What follows belongs to an exercise in optimizing a design on an open flow for small area; a production flow would make more cautious choices. Where RTL was checked, it was by simulation tests only, not by an equivalence proof against the original. No activity file was given, so power comes from the tool's default toggle rates.

run 1:
// MazeRunner
module MazeRunner(clk,RST_n,SS_n,MOSI,MISO,SCLK,PWMR,PWML,
                  DIRR,DIRL,IR_EN,BMPL_n,BMPR_n,buzz,
				  buzz_n,RX,LED);
Size: about 1,300 cells after synthesis, roughly 24 I/O pins.
Settings: LEC_CHECK=0, ABC_AREA=1, CAP_MARGIN=20, CORE_MARGIN=2, CORE_UTILIZATION=70, CTS_BUF_LIST=sky130_fd_sc_hd__clkbuf_16, CTS_CLUSTER_DIAMETER=60, CTS_CLUSTER_SIZE=30, PLACE_DENSITY=0.8, SLEW_MARGIN=20; clock period 10.0 ns.
run.sh (not shown) runs the stock make flow with config.mk's settings and CLKGATE_MAP_FILE= SYNTH_SCRIPT=/design/flow/synth_recipe.tcl, a recipe that flattens the netlist after the stock synthesis.
Setup changes, run 1 to run 2
--- a/flow/design.v
+++ b/flow/design.v
@@ -183,28 +183,31 @@
   always_ff @(posedge clk)
     if (ir_vld)
       error <= 16'h0000;
     else if (en)
       error <= err_nxt;
 endmodule
-module PID(lft_speed, rght_speed, moving, err_sat, err_vld, go, line_present, clk, rst_n);
+module PID(lft_speed, rght_speed, moving, error, err_vld, go, line_present, clk, rst_n);
 	output [11:0] lft_speed;
 	output [11:0] rght_speed;
 	output wire moving;
-	input [10:0] err_sat;	 
+	input [15:0] error;
 	input err_vld, go, line_present;
 	input clk, rst_n;
 	reg [4:0] frwrd;
 	always_ff @(posedge clk)
 		if (!go)
 			frwrd <= 5'h00;
 		else if (err_vld && ~&frwrd[4:3])
 			frwrd <= frwrd_inc;
 	wire [4:0] frwrd_inc;
 	inc #(5) iFRW(.a(frwrd), .s(frwrd_inc));
 	assign moving = frwrd[4] | frwrd[3] | (frwrd[2] & (frwrd[1] | frwrd[0]));
+	wire [10:0] err_sat = (!error[15] && |error[14:10]) ? 11'h3ff :
+	                      (error[15] && ~&error[14:10]) ? 11'h400 :
+	                      error[10:0];
 	reg [10:0] err_sat_flopped, prev_err;
 	always_ff @(posedge clk)
 		if (err_vld) begin
 			err_sat_flopped <= err_sat;
 			prev_err <= err_sat_flopped;
 		end
@@ -313,13 +316,14 @@
 		cmd_rdy <= 1'b1;
 localparam [2:0] IDLE = 3'd0, READY = 3'd1, VEER = 3'd2, LP1 = 3'd3, LP2 = 3'd4, RST_LP = 3'd5, BUZZ = 3'd6;
 reg [2:0] state;
 reg [15:0] cmd_shft_reg;
 reg last_veer_right;
 reg [20:0] tmr;
-reg [14:0] buzz_cntr;
+reg [13:0] buzz_cntr;
+reg buzz_q;
 logic nxt_cmd, en_buzz, rst_tmr;
 logic [2:0] next_state;
 wire bump = ~BMPL_n | ~BMPR_n;
 localparam [20:0] TMR_SEED1 = 21'h1530aa;
 localparam [20:0] TMR_SEED2 = 21'h155400;
 wire tmr_done = &tmr;
@@ -337,28 +341,23 @@
 		last_veer_right <= cmd_shft_reg[0];
 always_ff @(posedge clk)
 	if (rst_tmr)
 		tmr <= (state == LP1) ? TMR_SEED2 : TMR_SEED1;
 	else
 		tmr <= {tmr[19:0], tmr[20] ^ tmr[18]};
-wire [14:0] buzz_c, buzz_nxt;
-assign buzz_c[0] = en_buzz;
-assign buzz_nxt[0] = buzz_cntr[0] ^ en_buzz;
-genvar gi;
-generate
-	for (gi = 1; gi < 15; gi = gi + 1) begin : bz
-		assign buzz_c[gi] = buzz_c[gi-1] & buzz_cntr[gi-1];
-		assign buzz_nxt[gi] = buzz_cntr[gi] ^ buzz_c[gi];
-	end
-endgenerate
+wire buzz_z = ~|buzz_cntr[12:0];
 always_ff @(posedge clk, negedge rst_n)
-	if (!rst_n)
-		buzz_cntr <= 15'h0000;
-	else
-		buzz_cntr <= buzz_nxt;
-assign buzz = buzz_cntr[14];
+	if (!rst_n) begin
+		buzz_cntr <= 14'h0000;
+		buzz_q <= 1'b0;
+	end else if (en_buzz) begin
+		buzz_cntr <= {buzz_cntr[12:0], buzz_cntr[13] ^ buzz_cntr[12] ^ buzz_cntr[11] ^ buzz_cntr[1] ^ buzz_z};
+		if (buzz_z & buzz_cntr[13])
+			buzz_q <= ~buzz_q;
+	end
+assign buzz = buzz_q;
 always_ff @(posedge clk, negedge rst_n)
 	if (!rst_n)
 		state <= IDLE;
 	else
 		state <= next_state;
 always_comb begin
@@ -458,14 +457,11 @@
                .DIRL(DIRL), .DIRR(DIRR), .PWML(PWML), .PWMR(PWMR));
   IR_intf iINTF(.clk(clk), .rst_n(rst_n), .MISO(MISO), .SS_n(SS_n), .SCLK(SCLK), .MOSI(MOSI),
                 .IR_en(IR_EN), .line_present(line_present), .error(err_raw), .err_vld(err_vld));
   cmd_proc iCMDPROC(.clk(clk), .rst_n(rst_n), .BMPL_n(BMPL_n), .BMPR_n(BMPR_n), .go(go),
                     .err_opn_lp(err_opn_lp), .line_present(line_present), .buzz(buzz), .RX(RX));
   assign buzz_n = ~buzz;
-  wire [10:0] raw_sat = (!err_raw[15] && |err_raw[14:10]) ? 11'h3ff :
-                        (err_raw[15] && ~&err_raw[14:10]) ? 11'h400 :
-                        err_raw[10:0];
-  wire [10:0] err_sat = line_present ? raw_sat : err_opn_lp;
+  wire [15:0] error = line_present ? err_raw : {{5{err_opn_lp[10]}}, err_opn_lp};
   PID iPID(.clk(clk), .rst_n(rst_n), .lft_speed(lft_spd), .rght_speed(rght_spd), .moving(moving),
-           .err_sat(err_sat), .err_vld(err_vld), .go(go), .line_present(line_present));
+           .error(error), .err_vld(err_vld), .go(go), .line_present(line_present));
   assign LED = 8'h00;
 endmodule
Findings:
Detailed route, run 2 vs run 1: via total higher for run 2
Diff run 1 -> run 2: area added between synthesis and finish now larger, multiplexer share of the synthesized area -0.18 points, non-clock buffer count now sits higher, register clock-pin slew on the reported worst setup and hold paths rose by 0.02 ns.
Compared with run 1, in run 2 setup slack after placement -0.88 ns, post-detailed-route wirelength per cell lost 0.19 µm, first-pass GRT wire length +1600 µm, cell total after placement higher.
Measured against each other, run 1 and run 2 differ in slew of the pin with the lowest slew margin, the lower figure coming from run 1.
Power went down slightly going from run 1 to run 2.
For run 2, only the layout was checked, not whether the RTL still works.
